Context: an optimization exercise on an open-source flow, tuned for small area and a short achievable clock period. The choices shown serve that exercise and are no tape-out recipe.
RTL that was checked went through simulation tests only; none was proved equivalent to the original.
Power figures rest on the tool's default switching activity, not on a simulated workload.

==> module edge_counter, before the edit <==
module edge_counter
  #( parameter W = 32 )
  ( input  logic	    clk,
    input  logic	    rst_n,
    input  logic	    gpio_in,
    input  logic        enable,
    input  logic        trig_enable,
    input  logic	    trig_in,
    output logic	    trig_out,
    input  logic	    cfg_trig_out,
    input  logic	    cfg_in_inv,
    output logic [W-1:0] d1_count,
    output logic [W-1:0] d2_count,
    output logic [W-1:0] d3_count,
    output logic [W-1:0] d1_next,    
    output logic [W-1:0] d2_next,
    output logic [W-1:0] d3_next
    );
  logic s;           
  logic act;         
  logic nz1, nz2, nz3, h3, trig_out_hold;
  logic start1, done1, done2;
  logic inc1, inc2, inc3;
  synchronizer u_synchronizer_gpio_in
    ( .clk      (clk),
      .rst_n    (rst_n),
      .data_in  (cfg_in_inv ^ gpio_in),
      .data_out (s)
     );
  assign act    = s ^ trig_enable;
  assign start1 = (trig_in & trig_enable) | s;
  assign done1  = nz1 & ~act;
  assign done2  = nz2 & act;
  assign inc1 = nz1 ? (act  & ~nz2 & ~(&d1_count)) : start1;
  assign inc2 = nz2 ? (~act & ~nz3 & ~(&d2_count)) : done1;
  assign inc3 = nz3 ? (act  & ~h3  & ~(&d3_count)) : done2;
  function automatic [W-1:0] incr(input [W-1:0] q, input logic c);
    logic [W-1:0] r;
    logic [W-1:0] m;
    for (int i = 0; i < W; i++) begin
      m = '0;
      for (int j = 0; j < i; j++) m[j] = 1'b1;
      r[i] = q[i] ^ (c & (&(q | ~m)));
    end
    incr = r;
  endfunction
  logic clear_n;
  assign clear_n = rst_n & enable;
  assign d1_next = clear_n ? incr(d1_count, inc1) : '0;
  assign d2_next = clear_n ? incr(d2_count, inc2) : '0;
  assign d3_next = clear_n ? incr(d3_count, inc3) : '0;
  always_ff @(posedge clk) begin
    d1_count      <= d1_next;
    d2_count      <= d2_next;
    d3_count      <= d3_next;
    nz1           <= clear_n & (nz1 | start1);
    nz2           <= clear_n & (nz2 | done1);
    nz3           <= clear_n & (nz3 | done2);
    h3            <= clear_n & (h3 | (nz3 & ~act));
    trig_out      <= clear_n & ~trig_out_hold &
                     ((~cfg_trig_out & ~nz1 & s) | (cfg_trig_out & nz1 & ~s));
    trig_out_hold <= clear_n & (trig_out_hold | trig_out);
  end
endmodule
==> module scarf_regmap_2_edge_counters, before the edit <==
module scarf_regmap_2_edge_counters
  ( input  logic	    clk,
    input  logic	    rst_n_sync,
    input  logic  [7:0] data_in,
    input  logic	    data_in_valid,
    input  logic	    data_in_finished,
    input  logic  [6:0] slave_id,
    input  logic        rnw,
    output logic  [7:0] read_data_out,
    output logic  [3:0] cfg_trig_out,
    output logic  [3:0] cfg_in_inv,
    output logic  [3:0] enable,
    output logic  [3:0] trig_enable,
    input  logic [31:0] d1_next_0,
    input  logic [31:0] d2_next_0,
    input  logic [31:0] d3_next_0,
    input  logic [31:0] d1_next_1,
    input  logic [31:0] d2_next_1,
    input  logic [31:0] d3_next_1
    );
    parameter SLAVE_ID    = 7'h03;
    parameter MAX_ADDRESS = 6'd25;
    logic [7:0] reg0, reg1, reg0_n, reg1_n;
    logic [5:0] address, address_n;
    logic       first_byte, first_n;
    logic       final_byte, final_n;
    logic [7:0] rd_q, rd_n, byte_n;
    logic       valid_slave, vb, valid_write;
    assign valid_slave = (slave_id == SLAVE_ID);
    assign vb          = valid_slave && data_in_valid;
    assign valid_write = vb && (!rnw) && (!first_byte) && (!final_byte);
    always_comb begin
      first_n   = first_byte;
      final_n   = final_byte;
      address_n = address;
      if (data_in_finished) begin
        first_n   = 1'b1;
        final_n   = 1'b0;
        address_n = 6'd0;
      end else if (vb) begin
        first_n = 1'b0;
        if (first_byte)                  address_n = data_in[5:0];
        else if (address < MAX_ADDRESS)  address_n = address + 1'b1;
        if (!first_byte && (address == MAX_ADDRESS)) final_n = 1'b1;
      end
    end
    assign reg0_n = !rst_n_sync ? 8'd0 : (valid_write && (address == 6'd0)) ? data_in : reg0;
    assign reg1_n = !rst_n_sync ? 8'd0 : (valid_write && (address == 6'd1)) ? data_in : reg1;
    always_comb
      case (address_n)
        6'd0:    byte_n = reg0_n;
        6'd1:    byte_n = reg1_n;
        6'd2:    byte_n = d1_next_0[7:0];
        6'd3:    byte_n = d1_next_0[15:8];
        6'd4:    byte_n = d1_next_0[23:16];
        6'd5:    byte_n = d1_next_0[31:24];
        6'd6:    byte_n = d2_next_0[7:0];
        6'd7:    byte_n = d2_next_0[15:8];
        6'd8:    byte_n = d2_next_0[23:16];
        6'd9:    byte_n = d2_next_0[31:24];
        6'd10:   byte_n = d3_next_0[7:0];
        6'd11:   byte_n = d3_next_0[15:8];
        6'd12:   byte_n = d3_next_0[23:16];
        6'd13:   byte_n = d3_next_0[31:24];
        6'd14:   byte_n = d1_next_1[7:0];
        6'd15:   byte_n = d1_next_1[15:8];
        6'd16:   byte_n = d1_next_1[23:16];
        6'd17:   byte_n = d1_next_1[31:24];
        6'd18:   byte_n = d2_next_1[7:0];
        6'd19:   byte_n = d2_next_1[15:8];
        6'd20:   byte_n = d2_next_1[23:16];
        6'd21:   byte_n = d2_next_1[31:24];
        6'd22:   byte_n = d3_next_1[7:0];
        6'd23:   byte_n = d3_next_1[15:8];
        6'd24:   byte_n = d3_next_1[23:16];
        6'd25:   byte_n = d3_next_1[31:24];
        default: byte_n = 8'd0;
      endcase
    assign rd_n = first_n ? {1'b0, SLAVE_ID} : (final_n ? 8'd0 : byte_n);
    always_ff @(posedge clk) begin
      first_byte <= !rst_n_sync || first_n;
      final_byte <= rst_n_sync && final_n;
      address    <= rst_n_sync ? address_n : 6'd0;
      reg0       <= reg0_n;
      reg1       <= reg1_n;
    end
    always_ff @(posedge clk, negedge rst_n_sync)
      if (~rst_n_sync) rd_q <= {1'b0, SLAVE_ID};
      else             rd_q <= rd_n;
    assign read_data_out = (valid_slave && rnw) ? rd_q : 8'd0;
    always_comb begin
      enable       = reg0[3:0];
      trig_enable  = reg0[7:4];
      cfg_in_inv   = reg1[3:0];
      cfg_trig_out = reg1[7:4];
    end
endmodule
Settings: LEC_CHECK=0, CAP_MARGIN=20, CORE_MARGIN=2, CORE_UTILIZATION=40, SETUP_SLACK_MARGIN=2.9, SLEW_MARGIN=20; clock period 6.0 ns.
run.sh (not shown) runs the stock make flow with config.mk's settings and CLKGATE_MAP_FILE= SYNTH_SCRIPT=/design/flow/synth_recipe.tcl, a recipe that flattens the netlist after the stock synthesis.
The first run ran to the end with no violations.
Edit:
--- a/flow/design.v
+++ b/flow/design.v
@@ -55,24 +55,22 @@
       r[i] = q[i] ^ (c & (&(q | ~m)));
     end
     incr = r;
   endfunction
-  logic clear_n;
-  assign clear_n = rst_n & enable;
-  assign d1_next = clear_n ? incr(d1_count, inc1) : '0;
-  assign d2_next = clear_n ? incr(d2_count, inc2) : '0;
-  assign d3_next = clear_n ? incr(d3_count, inc3) : '0;
+  assign d1_next = enable ? incr(d1_count, inc1) : '0;
+  assign d2_next = enable ? incr(d2_count, inc2) : '0;
+  assign d3_next = enable ? incr(d3_count, inc3) : '0;
   always_ff @(posedge clk) begin
-    d1_count      <= d1_next;
-    d2_count      <= d2_next;
-    d3_count      <= d3_next;
-    nz1           <= clear_n & (nz1 | start1);
-    nz2           <= clear_n & (nz2 | done1);
-    nz3           <= clear_n & (nz3 | done2);
-    h3            <= clear_n & (h3 | (nz3 & ~act));
-    trig_out      <= clear_n & ~trig_out_hold &
+    d1_count      <= rst_n ? d1_next : '0;
+    d2_count      <= rst_n ? d2_next : '0;
+    d3_count      <= rst_n ? d3_next : '0;
+    nz1           <= rst_n & enable & (nz1 | start1);
+    nz2           <= rst_n & enable & (nz2 | done1);
+    nz3           <= rst_n & enable & (nz3 | done2);
+    h3            <= rst_n & enable & (h3 | (nz3 & ~act));
+    trig_out      <= rst_n & enable & ~trig_out_hold &
                      ((~cfg_trig_out & ~nz1 & s) | (cfg_trig_out & nz1 & ~s));
-    trig_out_hold <= clear_n & (trig_out_hold | trig_out);
+    trig_out_hold <= rst_n & enable & (trig_out_hold | trig_out);
   end
 endmodule
 module scarf_regmap_2_edge_counters
   ( input  logic	    clk,
@@ -119,10 +117,10 @@
         else if (address < MAX_ADDRESS)  address_n = address + 1'b1;
         if (!first_byte && (address == MAX_ADDRESS)) final_n = 1'b1;
       end
     end
-    assign reg0_n = !rst_n_sync ? 8'd0 : (valid_write && (address == 6'd0)) ? data_in : reg0;
-    assign reg1_n = !rst_n_sync ? 8'd0 : (valid_write && (address == 6'd1)) ? data_in : reg1;
+    assign reg0_n = (valid_write && (address == 6'd0)) ? data_in : reg0;
+    assign reg1_n = (valid_write && (address == 6'd1)) ? data_in : reg1;
     always_comb
       case (address_n)
         6'd0:    byte_n = reg0_n;
         6'd1:    byte_n = reg1_n;
@@ -156,10 +154,10 @@
     always_ff @(posedge clk) begin
       first_byte <= !rst_n_sync || first_n;
       final_byte <= rst_n_sync && final_n;
       address    <= rst_n_sync ? address_n : 6'd0;
-      reg0       <= reg0_n;
-      reg1       <= reg1_n;
+      reg0       <= rst_n_sync ? reg0_n : 8'd0;
+      reg1       <= rst_n_sync ? reg1_n : 8'd0;
     end
     always_ff @(posedge clk, negedge rst_n_sync)
       if (~rst_n_sync) rd_q <= {1'b0, SLAVE_ID};
       else             rd_q <= rd_n;
Result: The changed run completed with no timing, DRC or antenna violations; power grows by 1.2%; final cell count grows by 0.68%; final area grows by 4.4%; sequential power is about the same; via count grows by 2.2%; wire length grows by 4.8%; register-to-register slack improved by 0.13 ns; utilization grows by 1.9 points; first-iteration DRC count grows by 19%; worst setup slack improved by 0.20 ns.
For the second run of this note, only the layout was checked, not whether the RTL still works.

Starting RTL as in the previous note.
clock: 6.0 ns
lec_check: 0
cap_margin: 20
core_margin: 2
core_utilization: 40
setup_slack_margin: 2.9
slew_margin: 20
tns_end_percent: 5
standard.sh (not shown) runs the stock make flow with config.mk's settings and CLKGATE_MAP_FILE= SYNTH_SCRIPT=/design/flow/synth_recipe.tcl, a recipe that flattens the netlist after the stock synthesis.
==> flow/flow/run.sh <==
#!/bin/bash
# Standard layout, with slow wide OR cells (and for some versions other
# stacked cells) added to the don't-use list so that synthesis maps the
# read-data logic to faster gates. Each tool's output stays in orfs/logs.
set -euo pipefail
EXTRA=" sky130_fd_sc_hd__or4_1 sky130_fd_sc_hd__or4_2 sky130_fd_sc_hd__or4_4 sky130_fd_sc_hd__or4b_1 sky130_fd_sc_hd__or4b_2 sky130_fd_sc_hd__or4b_4 sky130_fd_sc_hd__or4bb_1 sky130_fd_sc_hd__or4bb_2 sky130_fd_sc_hd__or4bb_4 sky130_fd_sc_hd__or3_1 sky130_fd_sc_hd__or3_2 sky130_fd_sc_hd__or3_4 sky130_fd_sc_hd__or3b_1 sky130_fd_sc_hd__or3b_2 sky130_fd_sc_hd__or3b_4"
PLATFORM_DONT_USE="sky130_fd_sc_hd__probe_p_8 sky130_fd_sc_hd__probec_p_8 sky130_fd_sc_hd__lpflow_bleeder_1 sky130_fd_sc_hd__lpflow_clkbufkapwr_1 sky130_fd_sc_hd__lpflow_clkbufkapwr_16 sky130_fd_sc_hd__lpflow_clkbufkapwr_2 sky130_fd_sc_hd__lpflow_clkbufkapwr_4 sky130_fd_sc_hd__lpflow_clkbufkapwr_8 sky130_fd_sc_hd__lpflow_clkinvkapwr_1 sky130_fd_sc_hd__lpflow_clkinvkapwr_16 sky130_fd_sc_hd__lpflow_clkinvkapwr_2 sky130_fd_sc_hd__lpflow_clkinvkapwr_4 sky130_fd_sc_hd__lpflow_clkinvkapwr_8 sky130_fd_sc_hd__lpflow_decapkapwr_12 sky130_fd_sc_hd__lpflow_decapkapwr_3 sky130_fd_sc_hd__lpflow_decapkapwr_4 sky130_fd_sc_hd__lpflow_decapkapwr_6 sky130_fd_sc_hd__lpflow_decapkapwr_8 sky130_fd_sc_hd__lpflow_inputiso0n_1 sky130_fd_sc_hd__lpflow_inputiso0p_1 sky130_fd_sc_hd__lpflow_inputiso1n_1 sky130_fd_sc_hd__lpflow_inputiso1p_1 sky130_fd_sc_hd__lpflow_inputisolatch_1 sky130_fd_sc_hd__lpflow_isobufsrc_1 sky130_fd_sc_hd__lpflow_isobufsrc_16 sky130_fd_sc_hd__lpflow_isobufsrc_2 sky130_fd_sc_hd__lpflow_isobufsrc_4 sky130_fd_sc_hd__lpflow_isobufsrc_8 sky130_fd_sc_hd__lpflow_isobufsrckapwr_16 sky130_fd_sc_hd__lpflow_lsbuf_lh_hl_isowell_tap_1 sky130_fd_sc_hd__lpflow_lsbuf_lh_hl_isowell_tap_2 sky130_fd_sc_hd__lpflow_lsbuf_lh_hl_isowell_tap_4 sky130_fd_sc_hd__lpflow_lsbuf_lh_isowell_4 sky130_fd_sc_hd__lpflow_lsbuf_lh_isowell_tap_1 sky130_fd_sc_hd__lpflow_lsbuf_lh_isowell_tap_2 sky130_fd_sc_hd__lpflow_lsbuf_lh_isowell_tap_4 "
bash standard.sh DONT_USE_CELLS="$PLATFORM_DONT_USE $EXTRA" finish > standard.log 2>&1
Rerun with:
--- a/flow/design.v
+++ b/flow/design.v
@@ -48,11 +48,16 @@
   assign inc3 = nz3 ? (act  & ~h3  & ~(&d3_count)) : done2;
   function automatic [W-1:0] incr(input [W-1:0] q, input logic c);
     logic [W-1:0] r;
-    logic [W-1:0] m;
+    logic [W/4-1:0] grp;
+    logic         k;
+    for (int g = 0; g < W/4; g++) grp[g] = &q[g*4 +: 4];
     for (int i = 0; i < W; i++) begin
-      m = '0;
-      for (int j = 0; j < i; j++) m[j] = 1'b1;
-      r[i] = q[i] ^ (c & (&(q | ~m)));
+      if (i % 4 == 0) begin
+        k = c;
+        for (int g = 0; g < i/4; g++) k = k & grp[g];
+      end
+      r[i] = q[i] ^ k;
+      k    = k & q[i];
     end
     incr = r;
   endfunction
=> The changed run passed the timing, DRC and antenna checks; worst setup slack degrades by 110 ps; via count goes down by roughly a tenth; power came out higher by a few percent; cell area rises slightly; die area falls by a few percent; first-iteration DRC count is lower by a quarter to a third; core utilization went up by 3.7 points; clock-buffer cell count came out lower by 7.
The RTL of the second run of this note was laid out without a check of its function.

The RTL this note starts from:
==> flow/design.v <==
module synchronizer(
    input  logic clk,
    input  logic rst_n,
    input  logic data_in,
    output logic data_out
    );
  logic ff_1;
  always_ff @(posedge clk) begin
    ff_1     <= rst_n & data_in;
    data_out <= rst_n & ff_1;
  end
endmodule
module edge_counter
  #( parameter W = 32 )
  ( input  logic	    clk,
    input  logic	    rst_n,
    input  logic	    gpio_in,
    input  logic        enable,
    input  logic        trig_enable,
    input  logic	    trig_in,
    output logic	    trig_out,
    input  logic	    cfg_trig_out,
    input  logic	    cfg_in_inv,
    output logic [W-1:0] d1_count,
    output logic [W-1:0] d2_count,
    output logic [W-1:0] d3_count,
    output logic [W-1:0] d1_next,    
    output logic [W-1:0] d2_next,
    output logic [W-1:0] d3_next
    );
  logic s;           
  logic act;         
  logic nz1, nz2, nz3, h3, trig_out_hold;
  logic start1, done1, done2;
  logic inc1, inc2, inc3;
  synchronizer u_synchronizer_gpio_in
    ( .clk      (clk),
      .rst_n    (rst_n),
      .data_in  (cfg_in_inv ^ gpio_in),
      .data_out (s)
     );
  assign act    = s ^ trig_enable;
  assign start1 = (trig_in & trig_enable) | s;
  assign done1  = nz1 & ~act;
  assign done2  = nz2 & act;
  assign inc1 = nz1 ? (act  & ~nz2 & ~(&d1_count)) : start1;
  assign inc2 = nz2 ? (~act & ~nz3 & ~(&d2_count)) : done1;
  assign inc3 = nz3 ? (act  & ~h3  & ~(&d3_count)) : done2;
  function automatic [W-1:0] incr(input [W-1:0] q, input logic c);
    logic [W-1:0] r;
    logic [W-1:0] m;
    for (int i = 0; i < W; i++) begin
      m = '0;
      for (int j = 0; j < i; j++) m[j] = 1'b1;
      r[i] = q[i] ^ (c & (&(q | ~m)));
    end
    incr = r;
  endfunction
  logic clear_n;
  assign clear_n = rst_n & enable;
  assign d1_next = clear_n ? incr(d1_count, inc1) : '0;
  assign d2_next = clear_n ? incr(d2_count, inc2) : '0;
  assign d3_next = clear_n ? incr(d3_count, inc3) : '0;
  always_ff @(posedge clk) begin
    d1_count      <= d1_next;
    d2_count      <= d2_next;
    d3_count      <= d3_next;
    nz1           <= clear_n & (nz1 | start1);
    nz2           <= clear_n & (nz2 | done1);
    nz3           <= clear_n & (nz3 | done2);
    h3            <= clear_n & (h3 | (nz3 & ~act));
    trig_out      <= clear_n & ~trig_out_hold &
                     ((~cfg_trig_out & ~nz1 & s) | (cfg_trig_out & nz1 & ~s));
    trig_out_hold <= clear_n & (trig_out_hold | trig_out);
  end
endmodule
module scarf_regmap_2_edge_counters
  ( input  logic	    clk,
    input  logic	    rst_n_sync,
    input  logic  [7:0] data_in,
    input  logic	    data_in_valid,
    input  logic	    data_in_finished,
    input  logic  [6:0] slave_id,
    input  logic        rnw,
    output logic  [7:0] read_data_out,
    output logic  [3:0] cfg_trig_out,
    output logic  [3:0] cfg_in_inv,
    output logic  [3:0] enable,
    output logic  [3:0] trig_enable,
    input  logic [31:0] d1_next_0,
    input  logic [31:0] d2_next_0,
    input  logic [31:0] d3_next_0,
    input  logic [31:0] d1_next_1,
    input  logic [31:0] d2_next_1,
    input  logic [31:0] d3_next_1
    );
    parameter SLAVE_ID    = 7'h03;
    parameter MAX_ADDRESS = 6'd25;
    logic [7:0] reg0, reg1, reg0_n, reg1_n;
    logic [5:0] address, address_n;
    logic       first_byte, first_n;
    logic       final_byte, final_n;
    logic [7:0] rd_q, rd_n, byte_n;
    logic       valid_slave, vb, valid_write;
    assign valid_slave = (slave_id == SLAVE_ID);
    assign vb          = valid_slave && data_in_valid;
    assign valid_write = vb && (!rnw) && (!first_byte) && (!final_byte);
    always_comb begin
      first_n   = first_byte;
      final_n   = final_byte;
      address_n = address;
      if (data_in_finished) begin
        first_n   = 1'b1;
        final_n   = 1'b0;
        address_n = 6'd0;
      end else if (vb) begin
        first_n = 1'b0;
        if (first_byte)                  address_n = data_in[5:0];
        else if (address < MAX_ADDRESS)  address_n = address + 1'b1;
        if (!first_byte && (address == MAX_ADDRESS)) final_n = 1'b1;
      end
    end
    assign reg0_n = !rst_n_sync ? 8'd0 : (valid_write && (address == 6'd0)) ? data_in : reg0;
    assign reg1_n = !rst_n_sync ? 8'd0 : (valid_write && (address == 6'd1)) ? data_in : reg1;
    always_comb
      case (address_n)
        6'd0:    byte_n = reg0_n;
        6'd1:    byte_n = reg1_n;
        6'd2:    byte_n = d1_next_0[7:0];
        6'd3:    byte_n = d1_next_0[15:8];
        6'd4:    byte_n = d1_next_0[23:16];
        6'd5:    byte_n = d1_next_0[31:24];
        6'd6:    byte_n = d2_next_0[7:0];
        6'd7:    byte_n = d2_next_0[15:8];
        6'd8:    byte_n = d2_next_0[23:16];
        6'd9:    byte_n = d2_next_0[31:24];
        6'd10:   byte_n = d3_next_0[7:0];
        6'd11:   byte_n = d3_next_0[15:8];
        6'd12:   byte_n = d3_next_0[23:16];
        6'd13:   byte_n = d3_next_0[31:24];
        6'd14:   byte_n = d1_next_1[7:0];
        6'd15:   byte_n = d1_next_1[15:8];
        6'd16:   byte_n = d1_next_1[23:16];
        6'd17:   byte_n = d1_next_1[31:24];
        6'd18:   byte_n = d2_next_1[7:0];
        6'd19:   byte_n = d2_next_1[15:8];
        6'd20:   byte_n = d2_next_1[23:16];
        6'd21:   byte_n = d2_next_1[31:24];
        6'd22:   byte_n = d3_next_1[7:0];
        6'd23:   byte_n = d3_next_1[15:8];
        6'd24:   byte_n = d3_next_1[23:16];
        6'd25:   byte_n = d3_next_1[31:24];
        default: byte_n = 8'd0;
      endcase
    assign rd_n = first_n ? {1'b0, SLAVE_ID} : (final_n ? 8'd0 : byte_n);
    always_ff @(posedge clk) begin
      first_byte <= !rst_n_sync || first_n;
      final_byte <= rst_n_sync && final_n;
      address    <= rst_n_sync ? address_n : 6'd0;
      reg0       <= reg0_n;
      reg1       <= reg1_n;
    end
    always_ff @(posedge clk, negedge rst_n_sync)
      if (~rst_n_sync) rd_q <= {1'b0, SLAVE_ID};
      else             rd_q <= rd_n;
    assign read_data_out = (valid_slave && rnw) ? rd_q : 8'd0;
    always_comb begin
      enable       = reg0[3:0];
      trig_enable  = reg0[7:4];
      cfg_in_inv   = reg1[3:0];
      cfg_trig_out = reg1[7:4];
    end
endmodule
module scarf_2_edge_counters
  ( input  logic        clk,
    input  logic        rst_n_sync,
    input  logic  [7:0] data_in,
    input  logic        data_in_valid,
    input  logic        data_in_finished,
    input  logic  [6:0] slave_id,
    input  logic        rnw,
    output logic  [7:0] read_data_out,
    input  logic        gpio_0_in,
    input  logic        gpio_1_in
    );
   parameter SLAVE_ID = 7'd03;
   logic        trig_out_0;
   logic        trig_out_1;
   logic  [3:0] cfg_trig_out;
   logic  [3:0] cfg_in_inv;
   logic  [3:0] enable;
   logic  [3:0] trig_enable;
   logic [31:0] d1_count_0, d2_count_0, d3_count_0;
   logic [31:0] d1_count_1, d2_count_1, d3_count_1;
   logic [31:0] d1_next_0, d2_next_0, d3_next_0;
   logic [31:0] d1_next_1, d2_next_1, d3_next_1;
   scarf_regmap_2_edge_counters
   # ( .SLAVE_ID( SLAVE_ID ) )
   u_scarf_regmap_4_edge_counters
     ( .clk,
       .rst_n_sync,
       .data_in,
       .data_in_valid,
       .data_in_finished,
       .slave_id,
       .rnw,
       .read_data_out,
       .cfg_trig_out,
       .cfg_in_inv,
       .enable,
       .trig_enable,
       .d1_next_0,
       .d2_next_0,
       .d3_next_0,
       .d1_next_1,
       .d2_next_1,
       .d3_next_1
      );
   edge_counter u_edge_counter_0
     ( .clk,
       .rst_n               (rst_n_sync),
       .gpio_in             (gpio_0_in),
       .enable              (enable[0]),
       .trig_enable         (trig_enable[0]),
       .trig_in             (trig_out_1),
       .trig_out            (trig_out_0),
       .cfg_trig_out        (cfg_trig_out[0]),
       .cfg_in_inv          (cfg_in_inv[0]),
       .d1_count            (d1_count_0),
       .d2_count            (d2_count_0),
       .d3_count            (d3_count_0),
       .d1_next             (d1_next_0),
       .d2_next             (d2_next_0),
       .d3_next             (d3_next_0)
       );
   edge_counter u_edge_counter_1
     ( .clk,
       .rst_n               (rst_n_sync),
       .gpio_in             (gpio_1_in),
       .enable              (enable[1]),
       .trig_enable         (trig_enable[1]),
       .trig_in             (trig_out_0),
       .trig_out            (trig_out_1),
       .cfg_trig_out        (cfg_trig_out[1]),
       .cfg_in_inv          (cfg_in_inv[1]),
       .d1_count            (d1_count_1),
       .d2_count            (d2_count_1),
       .d3_count            (d3_count_1),
       .d1_next             (d1_next_1),
       .d2_next             (d2_next_1),
       .d3_next             (d3_next_1)
       );
endmodule
clock: 6.0 ns
lec_check: 0
cap_margin: 20
core_margin: 2
core_utilization: 40
setup_slack_margin: 2.6
slew_margin: 20
tns_end_percent: 5
Scripts as last shown in full above: flow/flow/run.sh
Then changed:
--- a/flow/design.v
+++ b/flow/design.v
@@ -48,11 +48,16 @@
   assign inc3 = nz3 ? (act  & ~h3  & ~(&d3_count)) : done2;
   function automatic [W-1:0] incr(input [W-1:0] q, input logic c);
     logic [W-1:0] r;
-    logic [W-1:0] m;
+    logic [W/4-1:0] grp;
+    logic         k;
+    for (int g = 0; g < W/4; g++) grp[g] = &q[g*4 +: 4];
     for (int i = 0; i < W; i++) begin
-      m = '0;
-      for (int j = 0; j < i; j++) m[j] = 1'b1;
-      r[i] = q[i] ^ (c & (&(q | ~m)));
+      if (i % 4 == 0) begin
+        k = c;
+        for (int g = 0; g < i/4; g++) k = k & grp[g];
+      end
+      r[i] = q[i] ^ k;
+      k    = k & q[i];
     end
     incr = r;
   endfunction
Final area decreases by 2.1%.
Synthesized cell count decreases by 16%.
Wire length decreases by 12%.
Clock skew stays flat.
Total power decreases by 3.9%.
Sequential share of layout area increases by 0.85 points.
Global-route usage decreases by 1.7 points.
Via count decreases by 16%.
First-iteration DRC count decreases by 20%.
Worst setup slack is worse by 0.13 ns.
Clock power decreases by about 8%.
No functional check of the RTL was part of the second run of this note.

==> static timing again, ports no longer ideal <==
How much do the figures lean on ideal ports? The routed layouts below were timed once more, with nothing changed but the port constraints.
Step 1: set_driving_cell puts a clkbuf_16 on clk and a buf_2 on each other input, an assumption about the parent block.
Step 2 also shifts input and output timing later by t, the mid clock arrival at the registers, as if the neighbouring blocks saw the same clock.
Slacks: no drivers / after step 1 / after step 2; pairs: no drivers / after step 1.
run | t, ns | slack for setup (ns) | hold WS [ns] | worst setup path at the end | worst data-port slew with drivers (ns)
the first run of note 1 | 0.607 | 2.104 / 2.092 / 1.503 | 0.426 / 0.426 / 0.426 | input to register | 0.07
the second run of note 1 | 0.603 | 2.301 / 2.306 / 1.710 | 0.428 / 0.428 / 0.428 | input to register | 0.05
the first run of note 2 | 0.593 | 2.462 / 2.432 / 1.942 | 0.422 / 0.422 / 0.422 | input to register | 0.06
the second run of note 2 | 0.583 | 2.356 / 2.356 / 1.835 | 0.426 / 0.426 / 0.426 | input to register | 0.05
the first run of note 3 | 0.599 | 2.519 / 2.486 / 1.944 | 0.420 / 0.420 / 0.420 | input to register | 0.05
the second run of note 3 | 0.589 | 2.385 / 2.385 / 1.830 | 0.422 / 0.422 / 0.422 | input to register | 0.05
After both steps every run listed still meets setup and hold. For the first run of note 1, which loses most, drivers alone change the setup slack by -0.012 ns; drivers and shift together by -0.601 ns.
